This is an optimization exercise on Yosys and OpenROAD, whose aim is small area, a short achievable clock period and few clock cycles per item, not a production implementation. No driver is modelled on the clock port, so clock power and skew are understated where the tree is cut down; a real chip needs a root buffer or a tree.

Design reorder, start of the top module:
module reorder(
    input  wire clk,
    input  wire rst,
    output wire  [9:0] granule_ch0_read_addr,
    input  wire [17:0] granule_ch0_read_data,
    output wire        granule_ch0_write_enable,
    output wire  [9:0] granule_ch0_write_addr,
    output wire [17:0] granule_ch0_write_data,
    output wire  [9:0] granule_ch1_read_addr,
    input  wire [17:0] granule_ch1_read_data,
    output wire        granule_ch1_write_enable,
    output wire  [9:0] granule_ch1_write_addr,
    output wire [17:0] granule_ch1_write_data,
    input  wire  [1:0] header_sampling_frequency,
    input  wire  [1:0] sideinfo_ch0_block_type,
    input  wire        sideinfo_ch0_window_switching_flag,
    input  wire        sideinfo_ch0_mixed_block_flag,
    input  wire  [1:0] sideinfo_ch1_block_type,
    input  wire        sideinfo_ch1_window_switching_flag,
    input  wire        sideinfo_ch1_mixed_block_flag,
    input  wire        stage_ready,
    output wire        stage_done
    );
Size: about 48 flip-flops, roughly 130 I/O pins, roughly 2800 um^2 of cells after synthesis.
==> module reorder, before the edit <==
module reorder(
    input  wire clk,
    input  wire rst,
    output wire  [9:0] granule_ch0_read_addr,
    input  wire [17:0] granule_ch0_read_data,
    output wire        granule_ch0_write_enable,
    output wire  [9:0] granule_ch0_write_addr,
    output wire [17:0] granule_ch0_write_data,
    output wire  [9:0] granule_ch1_read_addr,
    input  wire [17:0] granule_ch1_read_data,
    output wire        granule_ch1_write_enable,
    output wire  [9:0] granule_ch1_write_addr,
    output wire [17:0] granule_ch1_write_data,
    input  wire  [1:0] header_sampling_frequency,
    input  wire  [1:0] sideinfo_ch0_block_type,
    input  wire        sideinfo_ch0_window_switching_flag,
    input  wire        sideinfo_ch0_mixed_block_flag,
    input  wire  [1:0] sideinfo_ch1_block_type,
    input  wire        sideinfo_ch1_window_switching_flag,
    input  wire        sideinfo_ch1_mixed_block_flag,
    input  wire        stage_ready,
    output wire        stage_done
    );
	reg [9:0] idx;       
	reg [9:0] src;       
	reg [1:0] win;       
	reg [3:0] band;      
	reg [5:0] hm1;       
	reg       go;        
	reg       act;       
	reg       busy;      
	reg       done;
	reg [9:0] waddr;     
	reg       perm0, perm1;    
	wire [6:0] wm1  = {hm1, 1'b1};
	wire       win2 = win[1];
	wire       band_end = win2 & (src[7:1] == idx[7:1]);
	wire [9:0] step = band_end ? 10'd0 : win2 ? {2'b11, ~wm1, 1'b1} : {3'd0, wm1};
	wire [9:0] idx_inc;
	wire [9:0] src_sum;
	prefix_add10 inc_i (.a(idx), .b(10'd0), .ci(1'b1), .s(idx_inc));
	prefix_add10 add_s (.a(src), .b(step), .ci(~win2 | band_end), .s(src_sum));
	reg [5:0] next_hm1;
	always @(*) begin
		case ({header_sampling_frequency[1], header_sampling_frequency[1] ? 1'b0 : header_sampling_frequency[0], band})
			{2'd0, 4'd0}: next_hm1 = 6'd1;
			{2'd0, 4'd1}: next_hm1 = 6'd1;
			{2'd0, 4'd2}: next_hm1 = 6'd1;
			{2'd0, 4'd3}: next_hm1 = 6'd2;
			{2'd0, 4'd4}: next_hm1 = 6'd3;
			{2'd0, 4'd5}: next_hm1 = 6'd4;
			{2'd0, 4'd6}: next_hm1 = 6'd5;
			{2'd0, 4'd7}: next_hm1 = 6'd6;
			{2'd0, 4'd8}: next_hm1 = 6'd8;
			{2'd0, 4'd9}: next_hm1 = 6'd10;
			{2'd0, 4'd10}: next_hm1 = 6'd14;
			{2'd0, 4'd11}: next_hm1 = 6'd27;
			{2'd1, 4'd0}: next_hm1 = 6'd1;
			{2'd1, 4'd1}: next_hm1 = 6'd1;
			{2'd1, 4'd2}: next_hm1 = 6'd1;
			{2'd1, 4'd3}: next_hm1 = 6'd2;
			{2'd1, 4'd4}: next_hm1 = 6'd2;
			{2'd1, 4'd5}: next_hm1 = 6'd4;
			{2'd1, 4'd6}: next_hm1 = 6'd5;
			{2'd1, 4'd7}: next_hm1 = 6'd6;
			{2'd1, 4'd8}: next_hm1 = 6'd7;
			{2'd1, 4'd9}: next_hm1 = 6'd9;
			{2'd1, 4'd10}: next_hm1 = 6'd12;
			{2'd1, 4'd11}: next_hm1 = 6'd32;
			{2'd2, 4'd0}: next_hm1 = 6'd1;
			{2'd2, 4'd1}: next_hm1 = 6'd1;
			{2'd2, 4'd2}: next_hm1 = 6'd1;
			{2'd2, 4'd3}: next_hm1 = 6'd2;
			{2'd2, 4'd4}: next_hm1 = 6'd3;
			{2'd2, 4'd5}: next_hm1 = 6'd5;
			{2'd2, 4'd6}: next_hm1 = 6'd7;
			{2'd2, 4'd7}: next_hm1 = 6'd9;
			{2'd2, 4'd8}: next_hm1 = 6'd12;
			{2'd2, 4'd9}: next_hm1 = 6'd16;
			{2'd2, 4'd10}: next_hm1 = 6'd20;
			{2'd2, 4'd11}: next_hm1 = 6'd5;
			default: next_hm1 = 6'd1;
		endcase
	end
	wire [9:0] src_next  = src_sum;
	wire [3:0] band_next = band + {3'd0, band_end};
	wire short0 = sideinfo_ch0_window_switching_flag & (sideinfo_ch0_block_type == 2'd2);
	wire short1 = sideinfo_ch1_window_switching_flag & (sideinfo_ch1_block_type == 2'd2);
	wire ge3 = (band >= 4'd3);
	always @(posedge clk) begin
		waddr <= idx;
		go    <= ~rst & (stage_ready | (go & (idx != 10'd574)));
		act   <= ~rst & (stage_ready | go);
		busy  <= ~rst & (stage_ready | act);
		done  <= ~rst & act & ~go;
		perm0 <= short0 & (~sideinfo_ch0_mixed_block_flag | ge3);
		perm1 <= short1 & (~sideinfo_ch1_mixed_block_flag | ge3);
		if (go) begin
			idx   <= idx_inc;
			src   <= src_next;
			win   <= win2 ? 2'd0 : win + 2'd1;
			band  <= band_next;
			if (band_end)
				hm1 <= next_hm1;
		end else begin
			idx   <= {9'd0, stage_ready};
			src   <= {7'd0, stage_ready, 2'd0};
			win   <= {1'b0, stage_ready};
			band  <= 4'd0;
			hm1   <= 6'd1;
		end
	end
	assign granule_ch0_read_addr = perm0 ? src : idx;
	assign granule_ch1_read_addr = perm1 ? src : idx;
	assign granule_ch0_write_enable = busy;
	assign granule_ch1_write_enable = busy;
	assign granule_ch0_write_addr = waddr;
	assign granule_ch1_write_addr = waddr;
	assign granule_ch0_write_data = granule_ch0_read_data;
	assign granule_ch1_write_data = granule_ch1_read_data;
	assign stage_done = done;
endmodule
Settings: LEC_CHECK=0, ABC_AREA=1, CAP_MARGIN=20, CORE_MARGIN=2, CORE_UTILIZATION=60, PLACE_DENSITY=0.8, SETUP_SLACK_MARGIN=2.1, SLEW_MARGIN=20; clock period 4.0 ns.
standard.sh (not shown) runs the stock make flow with config.mk's settings and CLKGATE_MAP_FILE= SYNTH_SCRIPT=/design/flow/synth_recipe.tcl, a recipe that flattens the netlist after the stock synthesis.
==> flow/flow/run.sh <==
#!/bin/bash
# Standard layout, with four changes: the smallest buffer on the ports,
# an ABC mapping script of its own (flow/abc_area.script),
# adders left to ABC (no full/half-adder cells), and a clock tree of one
# level of clock buffers (flow/cts_one_buffer.tcl) in place of TritonCTS.
set -euo pipefail
rm -rf scripts
cp -r "$FLOW_HOME/scripts" scripts
cp flow/abc_area.script scripts/abc_area.script
python3 - <<'PY'
p = 'scripts/cts.tcl'
s = open(p).read()
old = 'log_cmd clock_tree_synthesis {*}$cts_args'
assert old in s
s = s.replace(old, 'source $::env(ONE_CTS_TCL)')
open(p, 'w').write(s)
PY
export SCRIPTS_DIR="$PWD/scripts"
export ONE_CTS_TCL="$PWD/flow/cts_one_buffer.tcl"
export ONE_CLKPORT=clk
export ONE_CLKBUF=sky130_fd_sc_hd__clkbuf_16
export ONE_CLKGROUPS=2
export BUFFER_PORTS_ARGS="-buffer_cell sky130_fd_sc_hd__buf_1"
export ADDER_MAP_FILE=
bash standard.sh > standard.log 2>&1
Other scripts of this flow, unchanged in this note and not shown: flow/flow/abc_area.script, flow/flow/cts_one_buffer.tcl
==> next run, changes <==
--- a/flow/design.v
+++ b/flow/design.v
@@ -27,24 +27,23 @@
 	reg [9:0] src;       
 	reg [1:0] win;       
 	reg [3:0] band;      
 	reg [5:0] hm1;       
 	reg       go;        
 	reg       act;       
-	reg       busy;      
 	reg       done;
 	reg [9:0] waddr;     
 	reg       perm0, perm1;    
 	wire [6:0] wm1  = {hm1, 1'b1};
 	wire       win2 = win[1];
 	wire       band_end = win2 & (src[7:1] == idx[7:1]);
-	wire [9:0] step = band_end ? 10'd0 : win2 ? {2'b11, ~wm1, 1'b1} : {3'd0, wm1};
+	wire [9:0] step = win2 ? {2'b11, ~wm1, 1'b1} : {3'd0, wm1};
 	wire [9:0] idx_inc;
 	wire [9:0] src_sum;
 	prefix_add10 inc_i (.a(idx), .b(10'd0), .ci(1'b1), .s(idx_inc));
-	prefix_add10 add_s (.a(src), .b(step), .ci(~win2 | band_end), .s(src_sum));
+	prefix_add10 add_s (.a(src), .b(step), .ci(~win2), .s(src_sum));
 	reg [5:0] next_hm1;
 	always @(*) begin
 		case ({header_sampling_frequency[1], header_sampling_frequency[1] ? 1'b0 : header_sampling_frequency[0], band})
 			{2'd0, 4'd0}: next_hm1 = 6'd1;
 			{2'd0, 4'd1}: next_hm1 = 6'd1;
 			{2'd0, 4'd2}: next_hm1 = 6'd1;
@@ -81,22 +80,21 @@
 			{2'd2, 4'd9}: next_hm1 = 6'd16;
 			{2'd2, 4'd10}: next_hm1 = 6'd20;
 			{2'd2, 4'd11}: next_hm1 = 6'd5;
 			default: next_hm1 = 6'd1;
 		endcase
 	end
-	wire [9:0] src_next  = src_sum;
+	wire [9:0] src_next  = band_end ? idx_inc : src_sum;
 	wire [3:0] band_next = band + {3'd0, band_end};
 	wire short0 = sideinfo_ch0_window_switching_flag & (sideinfo_ch0_block_type == 2'd2);
 	wire short1 = sideinfo_ch1_window_switching_flag & (sideinfo_ch1_block_type == 2'd2);
 	wire ge3 = (band >= 4'd3);
 	always @(posedge clk) begin
 		waddr <= idx;
 		go    <= ~rst & (stage_ready | (go & (idx != 10'd574)));
 		act   <= ~rst & (stage_ready | go);
-		busy  <= ~rst & (stage_ready | act);
 		done  <= ~rst & act & ~go;
 		perm0 <= short0 & (~sideinfo_ch0_mixed_block_flag | ge3);
 		perm1 <= short1 & (~sideinfo_ch1_mixed_block_flag | ge3);
 		if (go) begin
 			idx   <= idx_inc;
 			src   <= src_next;
@@ -111,12 +109,13 @@
 			band  <= 4'd0;
 			hm1   <= 6'd1;
 		end
 	end
 	assign granule_ch0_read_addr = perm0 ? src : idx;
 	assign granule_ch1_read_addr = perm1 ? src : idx;
+	wire busy = act | done;
 	assign granule_ch0_write_enable = busy;
 	assign granule_ch1_write_enable = busy;
 	assign granule_ch0_write_addr = waddr;
 	assign granule_ch1_write_addr = waddr;
 	assign granule_ch0_write_data = granule_ch0_read_data;
 	assign granule_ch1_write_data = granule_ch1_read_data;
=>
- hold slack degrades by 0.015 ns
- utilization falls by 10 points
- final cell count falls by about 3.3%
- synthesized cell count increases by about 1.7%
- area after synthesis goes up by about 2.6%
- clock skew fell by 0.0045 ns
No functional check of the RTL was part of any run of this note. In every run of this note, the design's own scripts or RTL, not TritonCTS, make the clock network.

re-timing with driven ports:
The results above use ideal ports. As a check the final layouts listed here were re-extracted and re-timed, cells and wires unchanged. Step 1: set_driving_cell puts a clkbuf_16 on clk and a buf_2 on each other input, an assumption about the parent block. Step 2 also shifts input and output timing later by t, the mid clock arrival at the registers, as if the neighbouring blocks saw the same clock. Slacks: no drivers / after step 1 / after step 2; pairs: no drivers / after step 1.
run | t, ns | setup WS [ns] | worst hold slack (ns) | latest minus earliest clock arrival (ns)
the first run | 0.202 | 2.074 / 2.049 / 2.039 | 0.390 / 0.390 / 0.390 | 0.009 / 0.008
the second run | 0.204 | 2.176 / 2.127 / 2.108 | 0.375 / 0.375 / 0.375 | 0.004 / 0.004
After both steps every run listed still meets setup and hold. For the second run, which loses most, drivers alone change the setup slack by -0.049 ns; drivers and shift together by -0.068 ns.
